From an optimization exercise on the open Yosys and OpenROAD flow, aimed at small area; shortcuts taken in it are not production practice.
At most, simulation tests tie the RTL to the original design; equivalence was not proved.
No driver is modelled on the clock port, so clock power and skew are understated where the tree is cut down; a real chip needs a root buffer or a tree.
No activity file was given, so power comes from the tool's default toggle rates.

== wip/nickel ==
## top
module top (
    input  wire CLK,
    input  wire RST,
    input  wire RX,
    output wire TX,
    output wire CONTROL_PIN,
    output wire LED1
);
clock: 10.0 ns
lec_check: 0
cap_margin: 20
core_margin: 2
core_utilization: 70
place_density: 0.8
slew_margin: 20
standard.sh (not shown) runs the stock make flow with config.mk's settings and CLKGATE_MAP_FILE= SYNTH_SCRIPT=/design/flow/synth_recipe.tcl, a recipe that flattens the netlist after the stock synthesis.
==> flow/flow/run.sh <==
#!/bin/bash
# Own layout flow: the standard ORFS flow (standard.sh), with
#  - an area-oriented ABC mapping script in place of ORFS's speed script
#    (flip-flops are mapped before ABC runs, so registers are unchanged),
#  - a small clock tree of our own (clock_tree.tcl) in place of TritonCTS,
#  - port buffers of the smallest buffer cell.
# The ORFS logs of every step are under orfs/logs; the make output is in
# standard.log.
set -euo pipefail
W=$(pwd)
F="$W/flow"
rm -rf "$W/scripts_own"
cp -r "$FLOW_HOME/scripts" "$W/scripts_own"
cp "$F/abc_speed.script" "$W/scripts_own/abc_speed.script"
python3 - "$W/scripts_own/cts.tcl" "$F/clock_tree.tcl" <<'PY'
import sys
p, tree = sys.argv[1], sys.argv[2]
s = open(p).read()
old = "log_cmd clock_tree_synthesis {*}$cts_args"
assert old in s
s = s.replace(old, "source " + tree)
open(p, "w").write(s)
PY
export SCRIPTS_DIR="$W/scripts_own"
export OWN_CLK_BUFS="${OWN_CLK_BUFS:-4}"
export OWN_CLK_BUF="${OWN_CLK_BUF:-sky130_fd_sc_hd__buf_8}"
export BUFFER_PORTS_ARGS="-buffer_cell sky130_fd_sc_hd__buf_1"
bash standard.sh > "$W/standard.log" 2>&1
==> flow/flow/clock_tree.tcl <==
# Own clock tree, in place of TritonCTS: the CLK port drives OWN_CLK_BUFS
# buffers of type OWN_CLK_BUF, each driving one cluster of the clock sinks
# (k-means on the placed sink positions; each buffer at its cluster's centre).
set nbuf $::env(OWN_CLK_BUFS)
set bufcell $::env(OWN_CLK_BUF)
set block [ord::get_db_block]
set clknet [$block findNet CLK]
set master [[ord::get_db] findMaster $bufcell]
set pts {}
foreach it [$clknet getITerms] {
  set bb [[$it getInst] getBBox]
  lappend pts [list [expr {([$bb xMin] + [$bb xMax]) / 2.0}] [expr {([$bb yMin] + [$bb yMax]) / 2.0}] $it]
}
set pts [lsort -real -index 0 $pts]
set n [llength $pts]
# initial clusters: equal slices by x
set assign {}
for {set i 0} {$i < $n} {incr i} { lappend assign [expr {$i * $nbuf / $n}] }
for {set iter 0} {$iter < 30} {incr iter} {
  set cx {}; set cy {}; set cn {}
  for {set b 0} {$b < $nbuf} {incr b} { lappend cx 0.0; lappend cy 0.0; lappend cn 0 }
  for {set i 0} {$i < $n} {incr i} {
    set b [lindex $assign $i]
    lset cx $b [expr {[lindex $cx $b] + [lindex $pts $i 0]}]
    lset cy $b [expr {[lindex $cy $b] + [lindex $pts $i 1]}]
    lset cn $b [expr {[lindex $cn $b] + 1}]
  }
  for {set b 0} {$b < $nbuf} {incr b} {
    set c [expr {max(1, [lindex $cn $b])}]
    lset cx $b [expr {[lindex $cx $b] / $c}]
    lset cy $b [expr {[lindex $cy $b] / $c}]
  }
  # reassign, keeping clusters at most ceil(n / nbuf) + 2 sinks
  set cap [expr {($n + $nbuf - 1) / $nbuf + 2}]
  set cnt {}
  for {set b 0} {$b < $nbuf} {incr b} { lappend cnt 0 }
  set order {}
  for {set i 0} {$i < $n} {incr i} {
    set best 1e30
    for {set b 0} {$b < $nbuf} {incr b} {
      set d [expr {abs([lindex $pts $i 0] - [lindex $cx $b]) + abs([lindex $pts $i 1] - [lindex $cy $b])}]
      if {$d < $best} { set best $d }
    }
    lappend order [list $best $i]
  }
  set newassign $assign
  foreach o [lsort -real -decreasing -index 0 $order] {
    set i [lindex $o 1]
    set best 1e30
    set bb 0
    for {set b 0} {$b < $nbuf} {incr b} {
      if {[lindex $cnt $b] >= $cap} { continue }
      set d [expr {abs([lindex $pts $i 0] - [lindex $cx $b]) + abs([lindex $pts $i 1] - [lindex $cy $b])}]
      if {$d < $best} { set best $d; set bb $b }
    }
    lset newassign $i $bb
    lset cnt $bb [expr {[lindex $cnt $bb] + 1}]
  }
  set assign $newassign
}
puts "own clock tree: $n sinks, $nbuf x $bufcell, cluster sizes $cnt"
for {set b 0} {$b < $nbuf} {incr b} {
  set net [odb::dbNet_create $block "clknet_own_$b"]
  $net setSigType CLOCK
  set inst [odb::dbInst_create $block $master "clkbuf_own_$b"]
  for {set i 0} {$i < $n} {incr i} {
    if {[lindex $assign $i] != $b} { continue }
    set it [lindex $pts $i 2]
    $it disconnect
    $it connect $net
  }
  [$inst findITerm A] connect $clknet
  [$inst findITerm X] connect $net
  set w [[$inst getBBox] getDX]
  $inst setLocation [expr {int([lindex $cx $b]) - $w / 2}] [expr {int([lindex $cy $b])}]
  $inst setPlacementStatus PLACED
}
global_connect
Other scripts of this flow, unchanged in this note and not shown: flow/flow/abc_speed.script
What wip/tundra does differently from wip/nickel at the input level:
Settings: swapping 70 for 40 in CORE_UTILIZATION; clearing PLACE_DENSITY, which used to be 0.8.
-- flow/flow/run.sh --
<<< wip/nickel, line 23
PY
export SCRIPTS_DIR="$W/scripts_own"
export OWN_CLK_BUFS="${OWN_CLK_BUFS:-4}"
export OWN_CLK_BUF="${OWN_CLK_BUF:-sky130_fd_sc_hd__buf_8}"
export BUFFER_PORTS_ARGS="-buffer_cell sky130_fd_sc_hd__buf_1"
bash standard.sh > "$W/standard.log" 2>&1
>>> wip/tundra, line 23
PY
export SCRIPTS_DIR="$W/scripts_own"
export OWN_CLK_BUFS="${OWN_CLK_BUFS:-3}"
export OWN_CLK_BUF="${OWN_CLK_BUF:-sky130_fd_sc_hd__buf_12}"
export BUFFER_PORTS_ARGS="-buffer_cell sky130_fd_sc_hd__buf_1"
bash standard.sh > "$W/standard.log" 2>&1
[summary]
The via count reported for wip/tundra is lower than the one for wip/nickel.
Total power: wip/tundra above wip/nickel
Comparing wip/tundra and wip/nickel, the higher setup slack was measured on wip/nickel.
Per the comparison of wip/tundra with wip/nickel, wire length down 59 um, synthesized area flat.
Diff wip/tundra and wip/nickel: first-pass GRT wire length higher in wip/tundra
Compared with wip/nickel, wip/tundra shows a sequential share of layout area that is 0.89 points lower.
Against wip/nickel, wip/tundra reports a hold slack that is higher.
The share of the clock period used by the worst path of wip/tundra is higher than that of wip/nickel.
Compared with wip/nickel, wip/tundra ends up with a larger final cell area.
Average routed wire per standard cell was lower in wip/tundra than in wip/nickel.
Relative to wip/tundra, the following input files were edited for wip/fjord:
Settings: an added PLACE_DENSITY of 0.8; a change of CORE_UTILIZATION from 40 to 70.
Results
In the tables for wip/tundra and wip/fjord, worst slew margin relative to its limit reads higher with wip/tundra. [diff] setup slack, wip/fjord relative to wip/tundra: improvement. wip/fjord: core utilization higher than wip/tundra. Re setup slack at placement: wip/fjord is 71 ps up on wip/tundra. Diff wip/tundra -> wip/fjord: share of total power in combinational logic increased 0.2 points, wire length of the first global-routing pass decreased 320 um, number of well-tap cells placed decreased 46%, cell area after placement decreased 1.8%.
No run of this note included a check of the RTL's function; only the layout flow was run. No run of this note takes its clock network from TritonCTS; it comes from the design's own scripts or RTL.

The RTL this note starts from:
==> flow/design.v <==
module lfsr (
    input  wire        clk,
    input  wire        init,
    input  wire        init_bit,
    output reg  [15:0] random
);
    always @(posedge clk)
        random <= {random[14:0], init ? init_bit : (random[15] ^ random[13] ^ random[12] ^ random[10])};
endmodule
module uart_rx (
    input  wire       clk,
    input  wire       rst,
    input  wire       rx,
    output reg  [7:0] data,
    output wire       data_valid,
    output wire       first_bit_end,   
    output wire [1:0] step
);
    reg       rx_sync1, rx_sync2;
    reg [3:0] ph;
    reg [6:0] cnt;
    wire idle = ~ph[3] & ~ph[2] & (ph[1] | ph[0]);
    wire tick = &cnt;
    wire start_fail = tick & (ph == 4'd7) & rx_sync2;
    wire [10:0] nxt = {ph, cnt} + 11'd1;
    assign data_valid = (ph == 4'd1);
    assign first_bit_end = (ph == 4'd8) & (cnt[6:2] == 5'b11111);
    assign step = cnt[1:0];
    always @(posedge clk) begin
        if (rst) begin
            rx_sync1 <= 1'b1;
            rx_sync2 <= 1'b1;
            ph <= 4'd3;
        end else begin
            rx_sync1 <= rx;
            rx_sync2 <= rx_sync1;
            if (idle)
                ph <= rx_sync2 ? 4'd3 : 4'd7;
            else if (start_fail)
                ph <= 4'd3;
            else
                ph <= nxt[10:7];
        end
    end
    always @(posedge clk) begin
        if (idle)
            cnt <= 7'd76;
        else
            cnt <= nxt[6:0] | {2'b00, tick, tick, 3'b000};
        if (tick && ph[3])
            data <= {rx_sync2, data[7:1]};
    end
endmodule
module top (
    input  wire CLK,
    input  wire RST,
    input  wire RX,
    output wire TX,
    output wire CONTROL_PIN,
    output wire LED1
);
    localparam [1:0] S_IDLE = 2'd0;
    localparam [1:0] S_SEND = 2'd1;
    localparam [1:0] S_WAIT = 2'd2;
    localparam [1:0] S_VERIFY = 2'd3;
    wire [7:0] rx_data;
    wire       rx_valid;
    wire       rx_rot;
    wire [1:0] rx_step;
    uart_rx uart_receiver (
        .clk(CLK),
        .rst(RST),
        .rx(RX),
        .data(rx_data),
        .data_valid(rx_valid),
        .first_bit_end(rx_rot),
        .step(rx_step)
    );
    wire [15:0] challenge;
    reg [1:0]  state;
    reg [15:0] timer;
    wire lfsr_init = (state == S_IDLE) & ~|timer[15:4];
    wire [15:0] lfsr_seq = 16'b1010_1010_0010_0111;   
    lfsr challenge_gen (
        .clk(CLK),
        .init(lfsr_init),
        .init_bit(lfsr_seq[timer[3:0]]),
        .random(challenge)
    );
    reg [15:0] snap;
    reg [3:0]  recv_index;
    reg        ok_c0, ok_c1;
    reg        authenticated;
    reg        control_state;
    wire sending = (state == S_SEND);
    wire waiting = (state == S_WAIT);
    wire late = timer[15] & timer[14] & timer[13] & timer[11];
    wire period_done = late & timer[9] & timer[6] & timer[5];
    wire [15:0] timer_inc = timer + 16'd1;
    wire c7  = &timer[6:0];
    wire c11 = &timer[10:0];
    wire [15:0] timer_seq = timer_inc | (c11 ? 16'h0314 : (c7 ? 16'h0018 : 16'h0000));
    wire timer_clear = RST | (sending & send_end);
    wire send_end = timer[14] & timer[12] & timer[6] & timer[5] & timer[4] & timer[3] & timer[2] & timer[0];
    wire [3:0] ch_idx = timer[14:11];
    wire [2:0] bit_idx = timer[9:7];
    wire [3:0] nib = snap[15:12];
    wire [7:0] hexch = (nib < 4'd10) ? {4'h3, nib} : {4'h4, nib - 4'd9};
    reg  [7:0] tx_ch;
    always @(*) begin
        case (ch_idx)
            4'd0: tx_ch = 8'h43;   
            4'd1: tx_ch = 8'h48;   
            4'd2: tx_ch = 8'h41;   
            4'd3: tx_ch = 8'h4C;   
            4'd4: tx_ch = 8'h3A;   
            4'd5, 4'd6, 4'd7, 4'd8: tx_ch = hexch;
            default: tx_ch = 8'h0A;   
        endcase
    end
    assign TX = ~sending | (timer[10] ? tx_ch[bit_idx] : ~timer[7]);
    wire track = ~sending & ~(waiting & ~late);   
    wire send_rot = sending & (timer[10:7] == 4'd6) & (timer[6:2] == 5'b01000) &
                    ((~ch_idx[3] & ch_idx[2] & ch_idx[1]) | (ch_idx[3] & ~ch_idx[1]));
    wire wait_rot = waiting & rx_rot & (recv_index >= 4'd6) & (recv_index <= 4'd9);
    always @(posedge CLK) begin
        if (track)
            snap <= {snap[14:0], challenge[0]};   
        else if (send_rot | wait_rot)
            snap <= {snap[14:0], snap[15]};
    end
    wire is_dec = (rx_data[7:4] == 4'h3) & (~rx_data[3] | ~(rx_data[2] | rx_data[1]));
    wire is_let = (rx_data[7:6] == 2'b01) & ~rx_data[4] & (rx_data[3:0] != 4'h0) &
                  ~rx_data[3] & ~(rx_data[2] & rx_data[1] & rx_data[0]);
    wire [3:0] let_val = {1'b1, rx_data[2] ^ (rx_data[1] & rx_data[0]), rx_data[1] ^ rx_data[0], ~rx_data[0]};
    wire [3:0] rx_nib = is_dec ? rx_data[3:0] : (is_let ? let_val : 4'h0);
    reg [7:0] pre_ch;
    always @(*) begin
        case (recv_index[2:0])
            3'd0: pre_ch = 8'h52;   
            3'd1: pre_ch = 8'h45;   
            3'd2: pre_ch = 8'h53;   
            3'd3: pre_ch = 8'h50;   
            default: pre_ch = 8'h3A;   
        endcase
    end
    wire prefix = ~recv_index[3] & ~(recv_index[2] & (recv_index[1] | recv_index[0]));   
    wire pre_ok = ~prefix | (rx_data == pre_ch);
    wire collecting = ~(recv_index[3] & recv_index[1]);   
    wire [1:0] step = rx_step;
    wire       dbit = rx_nib[~step];
    reg  [3:0] key_nib;
    always @(*) begin
        case (recv_index[1:0])
            2'd2: key_nib = 4'hA;   
            2'd3: key_nib = 4'h5;
            2'd0: key_nib = 4'hC;
            default: key_nib = 4'h3;
        endcase
    end
    wire kbit = key_nib[~step];
    wire sbit = snap[15];
    wire same = ~(dbit ^ sbit);
    wire nxt_ok0 = same & (kbit ? (sbit ? ok_c0 : ok_c1) : ok_c0);
    wire nxt_ok1 = ~same & (kbit ? ok_c1 : (sbit ? ok_c1 : ok_c0));
    always @(posedge CLK) begin
        if (sending) begin
            recv_index <= 4'd0;
            ok_c0 <= 1'b1;
            ok_c1 <= 1'b1;
        end else begin
            if (wait_rot) begin
                ok_c0 <= nxt_ok0;
                ok_c1 <= nxt_ok1;
            end
            if (waiting && rx_valid && collecting) begin
                recv_index <= recv_index + 4'd1;
                ok_c0 <= ok_c0 & pre_ok;
                ok_c1 <= ok_c1 & pre_ok;
            end
        end
    end
    always @(posedge CLK) begin
        if (timer_clear)
            timer <= 16'd0;
        else if (state == S_IDLE && period_done)
            timer <= 16'd893;   
        else if (sending)
            timer <= timer_seq;
        else
            timer <= timer_inc;
    end
    always @(posedge CLK) begin
        if (RST) begin
            state <= S_IDLE;
            authenticated <= 1'b0;
            control_state <= 1'b1;
        end else begin
            if (authenticated && rx_valid && !(waiting && collecting)) begin
                if (rx_data == 8'h59 || rx_data == 8'h79)
                    control_state <= 1'b0;
                if (rx_data == 8'h4E || rx_data == 8'h6E)
                    control_state <= 1'b1;
            end
            case (state)
                S_IDLE: begin
                    if (period_done) begin
                        state <= S_SEND;
                    end else begin
                    end
                end
                S_SEND: begin
                    if (send_end) begin
                        state <= S_WAIT;
                    end else begin
                    end
                end
                S_WAIT: begin
                    if (rx_valid && collecting && rx_data == 8'h0A && recv_index == 4'd9)
                        state <= S_VERIFY;
                    if (period_done) begin
                        authenticated <= 1'b0;
                        state <= S_IDLE;
                    end
                end
                default: begin   
                    authenticated <= ok_c0;
                    state <= S_IDLE;
                end
            endcase
        end
    end
    reg [9:0] auth_lfsr;   
    reg       auth_blink;
    wire auth_zero = ~|auth_lfsr[8:0];
    wire auth_clear = (state == S_VERIFY) & ok_c0;
    always @(posedge CLK) begin
        if (auth_clear) begin
            auth_lfsr <= 10'd0;
            auth_blink <= 1'b0;
        end else begin
            auth_lfsr <= {auth_lfsr[8:0], auth_lfsr[9] ^ auth_lfsr[6] ^ auth_zero};
            auth_blink <= auth_blink ^ (auth_lfsr[9] & auth_zero);
        end
    end
    wire send_led = timer[14:0] >= 15'd16329;
    assign LED1 = authenticated ? auth_blink : (sending ? send_led : timer[13]);
    assign CONTROL_PIN = control_state;
endmodule
==> flow/config.mk <==
export PLATFORM = sky130hd
export DESIGN_NAME = top
export DESIGN_NICKNAME = top
export VERILOG_FILES = /design/flow/design.v
export SDC_FILE = /design/flow/constraint.sdc
export NUM_CORES = 4
export LEC_CHECK = 0
export CAP_MARGIN = 20
export CORE_MARGIN = 2
export CORE_UTILIZATION = 70
export PLACE_DENSITY = 0.8
export SLEW_MARGIN = 20
==> flow/constraint.sdc <==
create_clock -name core_clock -period 10.0 [get_ports {CLK}]
set_input_delay 2.0000 -clock core_clock [delete_from_list [all_inputs] [get_ports {CLK}]]
set_output_delay 2.0000 -clock core_clock [all_outputs]
set_load 0.01 [all_outputs]
==> flow/flow/run.sh <==
#!/bin/bash
# Own layout flow: the standard ORFS flow (standard.sh), with
#  - area-oriented ABC mapping in place of ORFS's speed script: one ABC
#    session maps the logic once directly and once after each of several
#    runs of &deepsyn (different seeds), and keeps the smallest mapping
#    (flip-flops are mapped before ABC runs, so registers are unchanged),
#  - adders left to ABC instead of being mapped to half/full-adder cells,
#  - a small clock tree of our own (clock_tree.tcl) in place of TritonCTS,
#  - port buffers of the smallest buffer cell.
# The ORFS logs of every step are under orfs/logs (ABC's choice is printed in
# orfs/logs/.../1_2_yosys.log); the make output is in standard.log.
set -euo pipefail
W=$(pwd)
F="$W/flow"
SEEDS="${OWN_SEEDS:-1}"
DEEP_T="${OWN_DEEP_T:-20}"

rm -rf "$W/scripts_own"
cp -r "$FLOW_HOME/scripts" "$W/scripts_own"
{
  printf 'strash\n&get -n\n&fraig -x\n&put\nscorr\ndc2\nstrash\n&get -n\n&saveaig\n'
  printf '&dch -f\n&nf -R 1000 -p\n&put\nprint_stats\nsave -a\n'
  for s in $SEEDS; do
    printf '&loadaig\n&deepsyn -T %s -S %s\n&put\nstrash\n&get -n\n&dch -f\n&nf -R 1000 -p\n&put\nprint_stats\nsave -a\n' "$DEEP_T" "$s"
    printf 'strash\n&get -n\n&nf -R 1000 -p\n&put\nprint_stats\nsave -a\n'
  done
  # the best mapping, written out and read back to drop the timing data
  # that load attaches (Yosys's BLIF reader does not accept it)
  printf 'load\nwrite_blif %s/abc_best.blif\nread_blif %s/abc_best.blif\nprint_stats\ntopo\n' "$W" "$W"
} > "$W/scripts_own/abc_speed.script"
python3 - "$W/scripts_own/cts.tcl" "$F/clock_tree.tcl" <<'PY'
import sys
p, tree = sys.argv[1], sys.argv[2]
s = open(p).read()
old = "log_cmd clock_tree_synthesis {*}$cts_args"
assert old in s
s = s.replace(old, "source " + tree)
open(p, "w").write(s)
PY
export SCRIPTS_DIR="$W/scripts_own"
export ADDER_MAP_FILE=
export OWN_CLK_BUFS="${OWN_CLK_BUFS:-3}"
export OWN_CLK_BUF="${OWN_CLK_BUF:-sky130_fd_sc_hd__inv_12}"
export OWN_CLK_PRE=sky130_fd_sc_hd__inv_4
export BUFFER_PORTS_ARGS="-buffer_cell sky130_fd_sc_hd__buf_1"
bash standard.sh > "$W/standard.log" 2>&1
==> flow/flow/clock_tree.tcl <==
# Own clock tree, in place of TritonCTS: the CLK port drives OWN_CLK_BUFS
# buffers of type OWN_CLK_BUF, each driving one cluster of the clock sinks
# (k-means on the placed sink positions; each buffer at its cluster's centre).
# If OWN_CLK_PRE names an inverter, the CLK port drives one such inverter
# (placed at the sinks' centre) and it drives the cluster cells, which are
# then inverters too.
set nbuf $::env(OWN_CLK_BUFS)
set bufcell $::env(OWN_CLK_BUF)
set block [ord::get_db_block]
set clknet [$block findNet CLK]
set precell [expr {[info exists ::env(OWN_CLK_PRE)] ? $::env(OWN_CLK_PRE) : ""}]
set master [[ord::get_db] findMaster $bufcell]
set pts {}
foreach it [$clknet getITerms] {
  set bb [[$it getInst] getBBox]
  lappend pts [list [expr {([$bb xMin] + [$bb xMax]) / 2.0}] [expr {([$bb yMin] + [$bb yMax]) / 2.0}] $it]
}
set pts [lsort -real -index 0 $pts]
set n [llength $pts]
# initial clusters: equal slices by x
set assign {}
for {set i 0} {$i < $n} {incr i} { lappend assign [expr {$i * $nbuf / $n}] }
for {set iter 0} {$iter < 30} {incr iter} {
  set cx {}; set cy {}; set cn {}
  for {set b 0} {$b < $nbuf} {incr b} { lappend cx 0.0; lappend cy 0.0; lappend cn 0 }
  for {set i 0} {$i < $n} {incr i} {
    set b [lindex $assign $i]
    lset cx $b [expr {[lindex $cx $b] + [lindex $pts $i 0]}]
    lset cy $b [expr {[lindex $cy $b] + [lindex $pts $i 1]}]
    lset cn $b [expr {[lindex $cn $b] + 1}]
  }
  for {set b 0} {$b < $nbuf} {incr b} {
    set c [expr {max(1, [lindex $cn $b])}]
    lset cx $b [expr {[lindex $cx $b] / $c}]
    lset cy $b [expr {[lindex $cy $b] / $c}]
  }
  # reassign, keeping clusters at most ceil(n / nbuf) + 2 sinks
  set cap [expr {($n + $nbuf - 1) / $nbuf + 2}]
  set cnt {}
  for {set b 0} {$b < $nbuf} {incr b} { lappend cnt 0 }
  set order {}
  for {set i 0} {$i < $n} {incr i} {
    set best 1e30
    for {set b 0} {$b < $nbuf} {incr b} {
      set d [expr {abs([lindex $pts $i 0] - [lindex $cx $b]) + abs([lindex $pts $i 1] - [lindex $cy $b])}]
      if {$d < $best} { set best $d }
    }
    lappend order [list $best $i]
  }
  set newassign $assign
  foreach o [lsort -real -decreasing -index 0 $order] {
    set i [lindex $o 1]
    set best 1e30
    set bb 0
    for {set b 0} {$b < $nbuf} {incr b} {
      if {[lindex $cnt $b] >= $cap} { continue }
      set d [expr {abs([lindex $pts $i 0] - [lindex $cx $b]) + abs([lindex $pts $i 1] - [lindex $cy $b])}]
      if {$d < $best} { set best $d; set bb $b }
    }
    lset newassign $i $bb
    lset cnt $bb [expr {[lindex $cnt $bb] + 1}]
  }
  set assign $newassign
}
puts "own clock tree: $n sinks, $nbuf x $bufcell, cluster sizes $cnt, pre-driver '$precell'"
set drvnet $clknet
if {$precell != ""} {
  set pmaster [[ord::get_db] findMaster $precell]
  set pinst [odb::dbInst_create $block $pmaster "clkinv_own_pre"]
  set drvnet [odb::dbNet_create $block "clknet_own_pre"]
  $drvnet setSigType CLOCK
  [$pinst findITerm A] connect $clknet
  [$pinst findITerm Y] connect $drvnet
  set sx 0.0
  set sy 0.0
  foreach p $pts { set sx [expr {$sx + [lindex $p 0]}]; set sy [expr {$sy + [lindex $p 1]}] }
  set w [[$pinst getBBox] getDX]
  $pinst setLocation [expr {int($sx / $n) - $w / 2}] [expr {int($sy / $n)}]
  $pinst setPlacementStatus PLACED
}
set outpin [expr {$precell != "" ? "Y" : "X"}]
for {set b 0} {$b < $nbuf} {incr b} {
  set net [odb::dbNet_create $block "clknet_own_$b"]
  $net setSigType CLOCK
  set inst [odb::dbInst_create $block $master "clkbuf_own_$b"]
  for {set i 0} {$i < $n} {incr i} {
    if {[lindex $assign $i] != $b} { continue }
    set it [lindex $pts $i 2]
    $it disconnect
    $it connect $net
  }
  [$inst findITerm A] connect $drvnet
  [$inst findITerm $outpin] connect $net
  set w [[$inst getBBox] getDX]
  $inst setLocation [expr {int([lindex $cx $b]) - $w / 2}] [expr {int([lindex $cy $b])}]
  $inst setPlacementStatus PLACED
}
global_connect
Next try:
--- a/flow/flow/run.sh
+++ b/flow/flow/run.sh
@@ -7,3 +7,5 @@
 #  - adders left to ABC instead of being mapped to half/full-adder cells,
-#  - a small clock tree of our own (clock_tree.tcl) in place of TritonCTS,
+#  - a small clock tree of our own (clock_tree.tcl) in place of TritonCTS:
+#    CLK drives one inverter, which drives three inverters, each driving a
+#    cluster of the flip-flops,
 #  - port buffers of the smallest buffer cell.
@@ -14,3 +16,3 @@
 F="$W/flow"
-SEEDS="${OWN_SEEDS:-1}"
+SEEDS="${OWN_SEEDS:-1 2 3 4 5 6 7 8 9 10 11 12}"
 DEEP_T="${OWN_DEEP_T:-20}"
@@ -43,3 +45,3 @@
 export OWN_CLK_BUF="${OWN_CLK_BUF:-sky130_fd_sc_hd__inv_12}"
-export OWN_CLK_PRE=sky130_fd_sc_hd__inv_4
+export OWN_CLK_PRE="${OWN_CLK_PRE:-sky130_fd_sc_hd__inv_4}"
 export BUFFER_PORTS_ARGS="-buffer_cell sky130_fd_sc_hd__buf_1"
- The changed run produced a clean layout
- design area shrinks by about 1.1%
- clock power hardly moves
- clock skew grows by 9.7 ps
Next try:
--- a/flow/flow/run.sh
+++ b/flow/flow/run.sh
@@ -7,5 +7,3 @@
 #  - adders left to ABC instead of being mapped to half/full-adder cells,
-#  - a small clock tree of our own (clock_tree.tcl) in place of TritonCTS:
-#    CLK drives one inverter, which drives three inverters, each driving a
-#    cluster of the flip-flops,
+#  - a small clock tree of our own (clock_tree.tcl) in place of TritonCTS,
 #  - port buffers of the smallest buffer cell.
@@ -44,4 +42,3 @@
 export OWN_CLK_BUFS="${OWN_CLK_BUFS:-3}"
-export OWN_CLK_BUF="${OWN_CLK_BUF:-sky130_fd_sc_hd__inv_12}"
-export OWN_CLK_PRE="${OWN_CLK_PRE:-sky130_fd_sc_hd__inv_4}"
+export OWN_CLK_BUF="${OWN_CLK_BUF:-sky130_fd_sc_hd__buf_12}"
 export BUFFER_PORTS_ARGS="-buffer_cell sky130_fd_sc_hd__buf_1"
--- a/flow/flow/clock_tree.tcl
+++ b/flow/flow/clock_tree.tcl
@@ -3,5 +3,2 @@
 # (k-means on the placed sink positions; each buffer at its cluster's centre).
-# If OWN_CLK_PRE names an inverter, the CLK port drives one such inverter
-# (placed at the sinks' centre) and it drives the cluster cells, which are
-# then inverters too.
 set nbuf $::env(OWN_CLK_BUFS)
@@ -10,3 +7,2 @@
 set clknet [$block findNet CLK]
-set precell [expr {[info exists ::env(OWN_CLK_PRE)] ? $::env(OWN_CLK_PRE) : ""}]
 set master [[ord::get_db] findMaster $bufcell]
@@ -64,19 +60,3 @@
 }
-puts "own clock tree: $n sinks, $nbuf x $bufcell, cluster sizes $cnt, pre-driver '$precell'"
-set drvnet $clknet
-if {$precell != ""} {
-  set pmaster [[ord::get_db] findMaster $precell]
-  set pinst [odb::dbInst_create $block $pmaster "clkinv_own_pre"]
-  set drvnet [odb::dbNet_create $block "clknet_own_pre"]
-  $drvnet setSigType CLOCK
-  [$pinst findITerm A] connect $clknet
-  [$pinst findITerm Y] connect $drvnet
-  set sx 0.0
-  set sy 0.0
-  foreach p $pts { set sx [expr {$sx + [lindex $p 0]}]; set sy [expr {$sy + [lindex $p 1]}] }
-  set w [[$pinst getBBox] getDX]
-  $pinst setLocation [expr {int($sx / $n) - $w / 2}] [expr {int($sy / $n)}]
-  $pinst setPlacementStatus PLACED
-}
-set outpin [expr {$precell != "" ? "Y" : "X"}]
+puts "own clock tree: $n sinks, $nbuf x $bufcell, cluster sizes $cnt"
 for {set b 0} {$b < $nbuf} {incr b} {
@@ -91,4 +71,4 @@
   }
-  [$inst findITerm A] connect $drvnet
-  [$inst findITerm $outpin] connect $net
+  [$inst findITerm A] connect $clknet
+  [$inst findITerm X] connect $net
   set w [[$inst getBBox] getDX]
What happened:
- register-to-register slack is better by 410 ps
- maximum frequency went down by 0.47%
- wire length went up by 2.0%
In every run of this note, the design's own scripts or RTL, not TritonCTS, make the clock network.

static timing again, ports no longer ideal:
In the flow no input, the clock included, has a driving cell. The finished layouts below were timed again as built, in two steps. Step 1 (the two cells are an assumption about what drives the block):
set clk [get_ports {CLK}]
set_driving_cell -lib_cell sky130_fd_sc_hd__clkbuf_16 $clk
set_driving_cell -lib_cell sky130_fd_sc_hd__buf_2 [delete_from_list [all_inputs] $clk]
Step 2 also shifts input and output timing later by t, the mid clock arrival at the registers, as if the neighbouring blocks saw the same clock. a / b / c = no drivers / after step 1 / after step 2; a / b = the first two.
run	t, ns	slack for setup (ns)	clock arrival spread, ns	cell pins on the clock port's net
wip/nickel	0.202	5.278 / 5.211 / 5.413	0.022 / 0.022	4
wip/tundra	0.215	5.240 / 5.169 / 5.384	0.016 / 0.016	3
wip/fjord	0.198	5.287 / 5.226 / 5.424	0.010 / 0.010	3
the first run of note 2	0.244	5.227 / 5.193 / 5.437	0.007 / 0.008	1
the second run of note 2	0.257	5.683 / 5.649 / 5.905	0.017 / 0.017	1
the third run of note 2	0.206	5.662 / 5.594 / 5.800	0.013 / 0.014	3
After both steps every run listed still meets setup and hold.
